This design comes from an exercise in tuning for small area on the open sky130 flow, not from production work.
At most, simulation tests tie the RTL to the original design; equivalence was not proved.
Power and IR drop assume default switching activity.

==> trial 12: inputs <==
Design TopModule, start of the top module:
module TopModule(
    input wire clk,
    input wire reset,
    input wire entry_sensor,
    input wire exit_sensor,
    input wire [1:0] exit_location,  
    output reg door_status_light,    
    output reg lot_full_light,       
    output wire [3:0] parking_state,
    output wire [7:0] seg_out,
    output wire [4:0] anode,
    input wire echo,
    output trig
);
    wire rise_2Hz, rise_4Hz, rise_500Hz;
    wire measure, trig_done;
    wire entry_pulse;
    wire exit_car;
    wire door_open, full_light;
    ClockDivider clock_divider (
        .clk(clk), .reset(reset),
        .rise_2Hz(rise_2Hz), .rise_4Hz(rise_4Hz), .rise_500Hz(rise_500Hz)
    );
    Debouncer entry_debouncer (
        .clk(clk), .reset(reset), .button(~entry_sensor), .debounce(entry_pulse)
    );
    refresher250ms refresher_inst (
        .clk(clk), .rst(reset), .measure(measure), .trig_done(trig_done)
    );
    UltraSonicSensor sensor (
        .clk(clk), .rst(reset), .measure(measure), .trig_done(trig_done),
        .echo(echo), .trig(trig), .exit_car(exit_car)
    );
    ParkingFSM parking_fsm (
        .clk(clk), .reset(reset),
        .entry_sensor(entry_pulse), .exit_sensor(exit_car), .exit_location(exit_location),
        .door_open(door_open), .full_light(full_light), .current_state(parking_state)
    );
    reg [4:0] door_left;
    always @(posedge clk or posedge reset) begin
        if (reset) begin
            door_status_light <= 1'b0;
  ...
==> module Debouncer, before the edit <==
module Debouncer(
    input clk,
    input reset,
    input button,
    output wire debounce
);
    reg button_sync;
    reg button_sync_prev;
    reg busy;
    reg c_top;
    reg [11:0] c_low;
    wire [12:0] c = {c_top, c_low};
    wire last = ((c ^ 13'b1100000000000) & 13'b1011111111111) == 0;
    assign debounce = ~busy & c_top;
    always @(posedge clk or posedge reset) begin
        if (reset) begin
            button_sync <= 1'b0;
            busy <= 1'b0;
            c_top <= 1'b0;
        end else begin
            button_sync <= button;
            busy <= busy ? ~last : (button_sync & ~button_sync_prev);
            c_top <= busy & c_low[11];
        end
    end
    always @(posedge clk) begin
        button_sync_prev <= button_sync;
        c_low <= busy ? {c_low[10:0], ~(c[12] ^ c[2])} : 12'd0;
    end
endmodule
==> module SevenSegmentDisplay, before the edit <==
module SevenSegmentDisplay (
    input clk,
    input reset,
    input tick,
    input [3:0] slots,
    output reg [7:0] seg_out,
    output reg [4:0] anode
);
    reg [1:0] mux_index;
    function [7:0] seven_seg;
        input [2:0] num;
        begin
            case (num)
                3'd0: seven_seg = 8'b00111111;
                3'd1: seven_seg = 8'b00000110;
                3'd2: seven_seg = 8'b01011011;
                3'd3: seven_seg = 8'b01001111;
                3'd4: seven_seg = 8'b01100110;
                default: seven_seg = 8'b01000000;
            endcase
        end
    endfunction
    always @(posedge clk or posedge reset) begin
        if (reset)
            mux_index <= 2'b00;
        else if (tick)
            mux_index <= mux_index + 2'b01;
    end
    wire full = &slots;
    wire [2:0] nfree = {2'b00, ~slots[0]} + {2'b00, ~slots[1]} + {2'b00, ~slots[2]} + {2'b00, ~slots[3]};
    wire [1:0] best = ~slots[0] ? 2'd0 : ~slots[1] ? 2'd1 : ~slots[2] ? 2'd2 : 2'd3;
    reg [2:0] digit;
    always @(*) begin
        case (mux_index)
            2'b00: begin digit = full ? 3'd5 : {1'b0, best}; anode = 5'b00001; end
            2'b01: begin digit = full ? 3'd5 : 3'd0;         anode = 5'b00010; end
            2'b10: begin digit = nfree;                       anode = 5'b00100; end
            default: begin digit = 3'd0;                      anode = 5'b01000; end
        endcase
        seg_out = seven_seg(digit);
    end
endmodule
==> module ClockDivider, before the edit <==
module ClockDivider(
    input clk,
    input reset,
    output wire rise_2Hz,
    output wire rise_4Hz,
    output wire rise_500Hz
);
    reg [14:0] f;
    reg [14:0] h;
    reg [6:0] q;
    assign rise_4Hz   = ((f ^ 15'b110011100110000) & 15'b111011110011110) == 0;
    assign rise_2Hz   = ((h ^ 15'b100111011100010) & 15'b111111100110111) == 0;
    assign rise_500Hz = ((q ^ 7'b0101101) & 7'b0011111) == 0;
    always @(posedge clk or posedge reset) begin
        if (reset) begin
            f <= 15'b001000011001000;
            h <= 15'b011010100110001;
            q <= 7'b0011001;
        end else begin
            f <= {f[13:0], f[14] ^ f[6] ^ rise_4Hz};
            h <= {h[13:0], h[14] ^ h[7] ^ rise_2Hz};
            q <= {q[5:0], ~(q[6] ^ q[3]) ^ rise_500Hz};
        end
    end
endmodule
==> module refresher250ms, before the edit <==
module refresher250ms (
    input clk,
    input rst,
    output wire measure,
    output wire trig_done
);
    reg [13:0] r;
    assign measure   = ((r ^ 14'b00001010100000) & 14'b01101111111111) == 0;
    assign trig_done = ((r ^ 14'b00001111001110) & 14'b00010100000001) == 0;
    always @(posedge clk or posedge rst) begin
        if (rst)
            r <= 14'b00010101000000;
        else
            r <= {r[12:0], ~(r[13] ^ r[12]) ^ measure};
    end
endmodule
==> module TopModule, before the edit <==
module TopModule(
    input wire clk,
    input wire reset,
    input wire entry_sensor,
    input wire exit_sensor,
    input wire [1:0] exit_location,  
    output reg door_status_light,    
    output reg lot_full_light,       
    output wire [3:0] parking_state,
    output wire [7:0] seg_out,
    output wire [4:0] anode,
    input wire echo,
    output trig
);
    wire rise_2Hz, rise_4Hz, rise_500Hz;
    wire measure, trig_done;
    wire entry_pulse;
    wire exit_car;
    wire door_open, full_light;
    ClockDivider clock_divider (
        .clk(clk), .reset(reset),
        .rise_2Hz(rise_2Hz), .rise_4Hz(rise_4Hz), .rise_500Hz(rise_500Hz)
    );
    Debouncer entry_debouncer (
        .clk(clk), .reset(reset), .button(~entry_sensor), .debounce(entry_pulse)
    );
    refresher250ms refresher_inst (
        .clk(clk), .rst(reset), .measure(measure), .trig_done(trig_done)
    );
    UltraSonicSensor sensor (
        .clk(clk), .rst(reset), .measure(measure), .trig_done(trig_done),
        .echo(echo), .trig(trig), .exit_car(exit_car)
    );
    ParkingFSM parking_fsm (
        .clk(clk), .reset(reset),
        .entry_sensor(entry_pulse), .exit_sensor(exit_car), .exit_location(exit_location),
        .door_open(door_open), .full_light(full_light), .current_state(parking_state)
    );
    reg [4:0] door_left;
    always @(posedge clk or posedge reset) begin
        if (reset) begin
            door_status_light <= 1'b0;
            door_left <= 5'd0;
        end else if (door_open) begin
            door_status_light <= 1'b1;
            door_left <= 5'd19;
        end else if (rise_4Hz && (door_status_light || door_left != 5'd0)) begin
            door_status_light <= ~door_status_light;
            if (!door_status_light)
                door_left <= door_left - 5'd1;
        end
    end
    reg [1:0] full_left;
    always @(posedge clk or posedge reset) begin
        if (reset) begin
            lot_full_light <= 1'b0;
            full_left <= 2'd0;
        end else if (full_light) begin
            lot_full_light <= 1'b1;
            full_left <= 2'd2;
        end else if (rise_2Hz && (lot_full_light || full_left != 2'd0)) begin
            lot_full_light <= ~lot_full_light;
            if (!lot_full_light)
                full_left <= full_left - 2'd1;
        end
    end
    SevenSegmentDisplay seven_segment_display (
        .clk(clk), .reset(reset), .tick(rise_500Hz), .slots(parking_state),
        .seg_out(seg_out), .anode(anode)
    );
endmodule
export LEC_CHECK = 0
export ABC_AREA = 1
export CAP_MARGIN = 20
export CORE_MARGIN = 2
export CORE_UTILIZATION = 65
export SLEW_MARGIN = 20
create_clock -name core_clock -period 10.0 [get_ports {clk}]
run.sh (not shown) runs the stock make flow with config.mk's settings and CLKGATE_MAP_FILE= SYNTH_SCRIPT=/design/flow/synth_recipe.tcl, a recipe that flattens the netlist after the stock synthesis.
==> build 43 (differences from trial 12) <==
--- a/flow/design.v
+++ b/flow/design.v
@@ -33,27 +33,21 @@
 );
     reg button_sync;
     reg button_sync_prev;
-    reg busy;
-    reg c_top;
-    reg [11:0] c_low;
-    wire [12:0] c = {c_top, c_low};
-    wire last = ((c ^ 13'b1100000000000) & 13'b1011111111111) == 0;
-    assign debounce = ~busy & c_top;
+    reg [12:0] c;
+    wire waiting = ~|c[11:0];
+    assign debounce = waiting & c[12];
+    wire fb = waiting ? (button_sync & ~button_sync_prev) : (c[12] ^ c[2]);
     always @(posedge clk or posedge reset) begin
         if (reset) begin
             button_sync <= 1'b0;
-            busy <= 1'b0;
-            c_top <= 1'b0;
+            c <= 13'd0;
         end else begin
             button_sync <= button;
-            busy <= busy ? ~last : (button_sync & ~button_sync_prev);
-            c_top <= busy & c_low[11];
-        end
-    end
-    always @(posedge clk) begin
+            c <= {c[11:0], fb};
+        end
+    end
+    always @(posedge clk)
         button_sync_prev <= button_sync;
-        c_low <= busy ? {c_low[10:0], ~(c[12] ^ c[2])} : 12'd0;
-    end
 endmodule
 `timescale 1ns / 1ps
 module refresher250ms (
@@ -146,43 +140,41 @@
     end
 endmodule
 module SevenSegmentDisplay (
-    input clk,
-    input reset,
-    input tick,
-    input [3:0] slots,
-    output reg [7:0] seg_out,
-    output reg [4:0] anode
-);
+    input clk, input reset, input tick, input [3:0] slots,
+    output reg [7:0] seg_out, output wire [4:0] anode);
     reg [1:0] mux_index;
+    always @(posedge clk or posedge reset)
+        if (reset) mux_index <= 2'b00;
+        else if (tick) mux_index <= {mux_index[0], ~mux_index[1]};
+    assign anode = {1'b0, mux_index == 2'b10, mux_index == 2'b11, mux_index == 2'b01, mux_index == 2'b00};
     function [7:0] seven_seg;
         input [2:0] num;
-        begin
-            case (num)
-                3'd0: seven_seg = 8'b00111111;
-                3'd1: seven_seg = 8'b00000110;
-                3'd2: seven_seg = 8'b01011011;
-                3'd3: seven_seg = 8'b01001111;
-                3'd4: seven_seg = 8'b01100110;
-                default: seven_seg = 8'b01000000;
-            endcase
-        end
+        case (num)
+            3'd0: seven_seg = 8'b00111111;
+            3'd1: seven_seg = 8'b00000110;
+            3'd2: seven_seg = 8'b01011011;
+            3'd3: seven_seg = 8'b01001111;
+            3'd4: seven_seg = 8'b01100110;
+            default: seven_seg = 8'b01000000;
+        endcase
     endfunction
-    always @(posedge clk or posedge reset) begin
-        if (reset)
-            mux_index <= 2'b00;
-        else if (tick)
-            mux_index <= mux_index + 2'b01;
-    end
     wire full = &slots;
-    wire [2:0] nfree = {2'b00, ~slots[0]} + {2'b00, ~slots[1]} + {2'b00, ~slots[2]} + {2'b00, ~slots[3]};
+    reg [2:0] nfree;
+    always @(*) case (slots)
+        4'b0000: nfree = 3'd4;
+        4'b0001, 4'b0010, 4'b0100, 4'b1000: nfree = 3'd3;
+        4'b0011, 4'b0101, 4'b0110, 4'b1001, 4'b1010, 4'b1100: nfree = 3'd2;
+        4'b1111: nfree = 3'd0;
+        default: nfree = 3'd1;
+    endcase
     wire [1:0] best = ~slots[0] ? 2'd0 : ~slots[1] ? 2'd1 : ~slots[2] ? 2'd2 : 2'd3;
     reg [2:0] digit;
     always @(*) begin
         case (mux_index)
-            2'b00: begin digit = full ? 3'd5 : {1'b0, best}; anode = 5'b00001; end
-            2'b01: begin digit = full ? 3'd5 : 3'd0;         anode = 5'b00010; end
-            2'b10: begin digit = nfree;                       anode = 5'b00100; end
-            default: begin digit = 3'd0;                      anode = 5'b01000; end
+            2'b00: digit = full ? 3'd5 : {1'b0, best};
+            2'b01: digit = full ? 3'd5 : 3'd0;
+            2'b11: digit = nfree;
+            default: digit = 3'd0;
         endcase
         seg_out = seven_seg(digit);
     end
--- a/flow/config.mk
+++ b/flow/config.mk
@@ -5,8 +5,8 @@
 export SDC_FILE = /design/flow/constraint.sdc
 export NUM_CORES = 4
 export LEC_CHECK = 0
-export ABC_AREA = 1
 export CAP_MARGIN = 20
 export CORE_MARGIN = 2
-export CORE_UTILIZATION = 65
+export CORE_UTILIZATION = 40
+export CTS_BUF_LIST = sky130_fd_sc_hd__clkbuf_8
 export SLEW_MARGIN = 20
==> trial 86 (differences from trial 12) <==
--- a/flow/design.v
+++ b/flow/design.v
@@ -2,25 +2,31 @@
 module ClockDivider(
     input clk,
     input reset,
+    output reg [3:0] b,
     output wire rise_2Hz,
     output wire rise_4Hz,
     output wire rise_500Hz
 );
-    reg [14:0] f;
-    reg [14:0] h;
-    reg [6:0] q;
-    assign rise_4Hz   = ((f ^ 15'b110011100110000) & 15'b111011110011110) == 0;
-    assign rise_2Hz   = ((h ^ 15'b100111011100010) & 15'b111111100110111) == 0;
-    assign rise_500Hz = ((q ^ 7'b0101101) & 7'b0011111) == 0;
-    always @(posedge clk or posedge reset) begin
-        if (reset) begin
-            f <= 15'b001000011001000;
-            h <= 15'b011010100110001;
-            q <= 7'b0011001;
-        end else begin
-            f <= {f[13:0], f[14] ^ f[6] ^ rise_4Hz};
-            h <= {h[13:0], h[14] ^ h[7] ^ rise_2Hz};
-            q <= {q[5:0], ~(q[6] ^ q[3]) ^ rise_500Hz};
+    reg [12:0] f;
+    reg [13:0] h;
+    reg [5:0] q;
+    wire f_end = ((f ^ 13'b1000011001111) & 13'b0101111111101) == 0;
+    wire h_end = ((h ^ 14'b10010001000110) & 14'b01101111111111) == 0;
+    wire q_end = ((q ^ 6'b110100) & 6'b010111) == 0;
+    assign rise_4Hz   = f_end & ~b[0];
+    assign rise_2Hz   = h_end & ~b[0];
+    assign rise_500Hz = q_end & ~b[0];
+    always @(posedge clk or posedge reset) begin
+        if (reset) begin
+            b <= 4'd0;
+            f <= 13'b0000110011110;
+            h <= 14'b00100010001100;
+            q <= 6'b101000;
+        end else begin
+            b <= b + 4'd1;
+            f <= {f[11:0], ~(f[12] ^ f[0]) ^ f_end};
+            h <= {h[12:0], h[13] ^ h[12] ^ h_end};
+            q <= {q[4:0], q[5] ^ q[0] ^ q_end};
         end
     end
 endmodule
@@ -33,43 +39,39 @@
 );
     reg button_sync;
     reg button_sync_prev;
-    reg busy;
-    reg c_top;
-    reg [11:0] c_low;
-    wire [12:0] c = {c_top, c_low};
-    wire last = ((c ^ 13'b1100000000000) & 13'b1011111111111) == 0;
-    assign debounce = ~busy & c_top;
+    reg [12:0] c;
+    wire waiting = ~|c[11:0];
+    assign debounce = waiting & c[12];
+    wire fb = waiting ? (button_sync & ~button_sync_prev) : (c[12] ^ c[2]);
     always @(posedge clk or posedge reset) begin
         if (reset) begin
             button_sync <= 1'b0;
-            busy <= 1'b0;
-            c_top <= 1'b0;
+            c <= 13'd0;
         end else begin
             button_sync <= button;
-            busy <= busy ? ~last : (button_sync & ~button_sync_prev);
-            c_top <= busy & c_low[11];
-        end
-    end
-    always @(posedge clk) begin
+            c <= {c[11:0], fb};
+        end
+    end
+    always @(posedge clk)
         button_sync_prev <= button_sync;
-        c_low <= busy ? {c_low[10:0], ~(c[12] ^ c[2])} : 12'd0;
-    end
 endmodule
 `timescale 1ns / 1ps
 module refresher250ms (
     input clk,
     input rst,
+    input [3:0] b,
     output wire measure,
     output wire trig_done
 );
-    reg [13:0] r;
-    assign measure   = ((r ^ 14'b00001010100000) & 14'b01101111111111) == 0;
-    assign trig_done = ((r ^ 14'b00001111001110) & 14'b00010100000001) == 0;
+    reg [9:0] r;
+    wire r_end = ((r ^ 10'b0000011010) & 10'b0111110111) == 0;
+    assign measure   = r_end & (&b);
+    assign trig_done = (({b, r} ^ 14'b10001000101110) & 14'b00000000111100) == 0;
     always @(posedge clk or posedge rst) begin
         if (rst)
-            r <= 14'b00010101000000;
+            r <= 10'b0000110100;
         else
-            r <= {r[12:0], ~(r[13] ^ r[12]) ^ measure};
+            r <= {r[8:0], ~(r[9] ^ r[2]) ^ r_end};
     end
 endmodule
 module UltraSonicSensor (
@@ -146,43 +148,41 @@
     end
 endmodule
 module SevenSegmentDisplay (
-    input clk,
-    input reset,
-    input tick,
-    input [3:0] slots,
-    output reg [7:0] seg_out,
-    output reg [4:0] anode
-);
+    input clk, input reset, input tick, input [3:0] slots,
+    output reg [7:0] seg_out, output wire [4:0] anode);
     reg [1:0] mux_index;
+    always @(posedge clk or posedge reset)
+        if (reset) mux_index <= 2'b00;
+        else if (tick) mux_index <= {mux_index[0], ~mux_index[1]};
+    assign anode = {1'b0, mux_index == 2'b10, mux_index == 2'b11, mux_index == 2'b01, mux_index == 2'b00};
     function [7:0] seven_seg;
         input [2:0] num;
-        begin
-            case (num)
-                3'd0: seven_seg = 8'b00111111;
-                3'd1: seven_seg = 8'b00000110;
-                3'd2: seven_seg = 8'b01011011;
-                3'd3: seven_seg = 8'b01001111;
-                3'd4: seven_seg = 8'b01100110;
-                default: seven_seg = 8'b01000000;
-            endcase
-        end
+        case (num)
+            3'd0: seven_seg = 8'b00111111;
+            3'd1: seven_seg = 8'b00000110;
+            3'd2: seven_seg = 8'b01011011;
+            3'd3: seven_seg = 8'b01001111;
+            3'd4: seven_seg = 8'b01100110;
+            default: seven_seg = 8'b01000000;
+        endcase
     endfunction
-    always @(posedge clk or posedge reset) begin
-        if (reset)
-            mux_index <= 2'b00;
-        else if (tick)
-            mux_index <= mux_index + 2'b01;
-    end
     wire full = &slots;
-    wire [2:0] nfree = {2'b00, ~slots[0]} + {2'b00, ~slots[1]} + {2'b00, ~slots[2]} + {2'b00, ~slots[3]};
+    reg [2:0] nfree;
+    always @(*) case (slots)
+        4'b0000: nfree = 3'd4;
+        4'b0001, 4'b0010, 4'b0100, 4'b1000: nfree = 3'd3;
+        4'b0011, 4'b0101, 4'b0110, 4'b1001, 4'b1010, 4'b1100: nfree = 3'd2;
+        4'b1111: nfree = 3'd0;
+        default: nfree = 3'd1;
+    endcase
     wire [1:0] best = ~slots[0] ? 2'd0 : ~slots[1] ? 2'd1 : ~slots[2] ? 2'd2 : 2'd3;
     reg [2:0] digit;
     always @(*) begin
         case (mux_index)
-            2'b00: begin digit = full ? 3'd5 : {1'b0, best}; anode = 5'b00001; end
-            2'b01: begin digit = full ? 3'd5 : 3'd0;         anode = 5'b00010; end
-            2'b10: begin digit = nfree;                       anode = 5'b00100; end
-            default: begin digit = 3'd0;                      anode = 5'b01000; end
+            2'b00: digit = full ? 3'd5 : {1'b0, best};
+            2'b01: digit = full ? 3'd5 : 3'd0;
+            2'b11: digit = nfree;
+            default: digit = 3'd0;
         endcase
         seg_out = seven_seg(digit);
     end
@@ -207,15 +207,16 @@
     wire entry_pulse;
     wire exit_car;
     wire door_open, full_light;
+    wire [3:0] n16;
     ClockDivider clock_divider (
-        .clk(clk), .reset(reset),
+        .clk(clk), .reset(reset), .b(n16),
         .rise_2Hz(rise_2Hz), .rise_4Hz(rise_4Hz), .rise_500Hz(rise_500Hz)
     );
     Debouncer entry_debouncer (
         .clk(clk), .reset(reset), .button(~entry_sensor), .debounce(entry_pulse)
     );
     refresher250ms refresher_inst (
-        .clk(clk), .rst(reset), .measure(measure), .trig_done(trig_done)
+        .clk(clk), .rst(reset), .b(n16), .measure(measure), .trig_done(trig_done)
     );
     UltraSonicSensor sensor (
         .clk(clk), .rst(reset), .measure(measure), .trig_done(trig_done),
==> flow/flow/run.sh (new file) <==
#!/bin/bash
set -euo pipefail
export BUFFER_PORTS_ARGS="-buffer_cell sky130_fd_sc_hd__buf_1"
export CTS_ARGS="-sink_clustering_enable -repair_clock_nets -dont_use_dummy_load -buf_list \"sky130_fd_sc_hd__clkbuf_8 sky130_fd_sc_hd__clkbuf_16\" -sink_clustering_size 30 -sink_clustering_max_diameter 100"
bash standard.sh finish > standard_flow.log 2>&1
==> flow/standard.sh (new file) <==
#!/bin/bash
# synth_recipe.tcl (not shown) runs the flow's synth.tcl, then flattens the netlist and writes it again
# the make line also repeats each setting of config.mk as NAME=value (left out here)
make -C /OpenROAD-flow-scripts/flow DESIGN_CONFIG=/design/flow/config.mk WORK_HOME=/design/flow/orfs CLKGATE_MAP_FILE= SYNTH_SCRIPT=/design/flow/synth_recipe.tcl "${@:-finish}"
--- a/flow/config.mk
+++ b/flow/config.mk
@@ -5,8 +5,7 @@
 export SDC_FILE = /design/flow/constraint.sdc
 export NUM_CORES = 4
 export LEC_CHECK = 0
-export ABC_AREA = 1
 export CAP_MARGIN = 20
 export CORE_MARGIN = 2
-export CORE_UTILIZATION = 65
+export CORE_UTILIZATION = 40
 export SLEW_MARGIN = 20
removed: flow/run.sh
==> build 92 (differences from trial 12) <==
--- a/flow/config.mk
+++ b/flow/config.mk
@@ -5,8 +5,7 @@
 export SDC_FILE = /design/flow/constraint.sdc
 export NUM_CORES = 4
 export LEC_CHECK = 0
-export ABC_AREA = 1
 export CAP_MARGIN = 20
 export CORE_MARGIN = 2
-export CORE_UTILIZATION = 65
+export CORE_UTILIZATION = 40
 export SLEW_MARGIN = 20
==> notes <==
Of build 43 and trial 86, build 43 has the higher wire length (gap 4.0%, measured against trial 86).
Clock power is about the same in build 43 and build 92.
Clock skew, highest first: trial 86, build 92, build 43, trial 12.
In build 92 the worst setup slack is lower than in trial 86, by 770 ps.
No functional check of the RTL was part of build 43 and trial 86.

re-timing with driven ports:
Ports are ideal in the flow. The routed layouts listed here were re-timed in OpenROAD. Step 1, drivers: a clkbuf_16 drives clk and a buf_2 each remaining input, both assumed. Step 2 moves the port delays by t, midway between the first and last clock arrival at a register: inputs arrive t later, outputs are due t later. That takes back most of the time a late clock gives input paths. a / b / c = ideal / step 1 / step 2; a / b = the first two.
| run | shift t [ns] | slack for setup (ns) | cell pins on the clock port's net |
|---|---|---|---|
| trial 12 | 0.391 | 5.094 / 5.062 / 5.453 | 1 |
| build 43 | 0.383 | 5.270 / 5.240 / 5.623 | 1 |
| trial 86 | 0.373 | 5.666 / 5.637 / 6.010 | 1 |
| build 92 | 0.393 | 4.899 / 4.867 / 5.259 | 1 |
After both steps setup and hold are still met in every run listed.
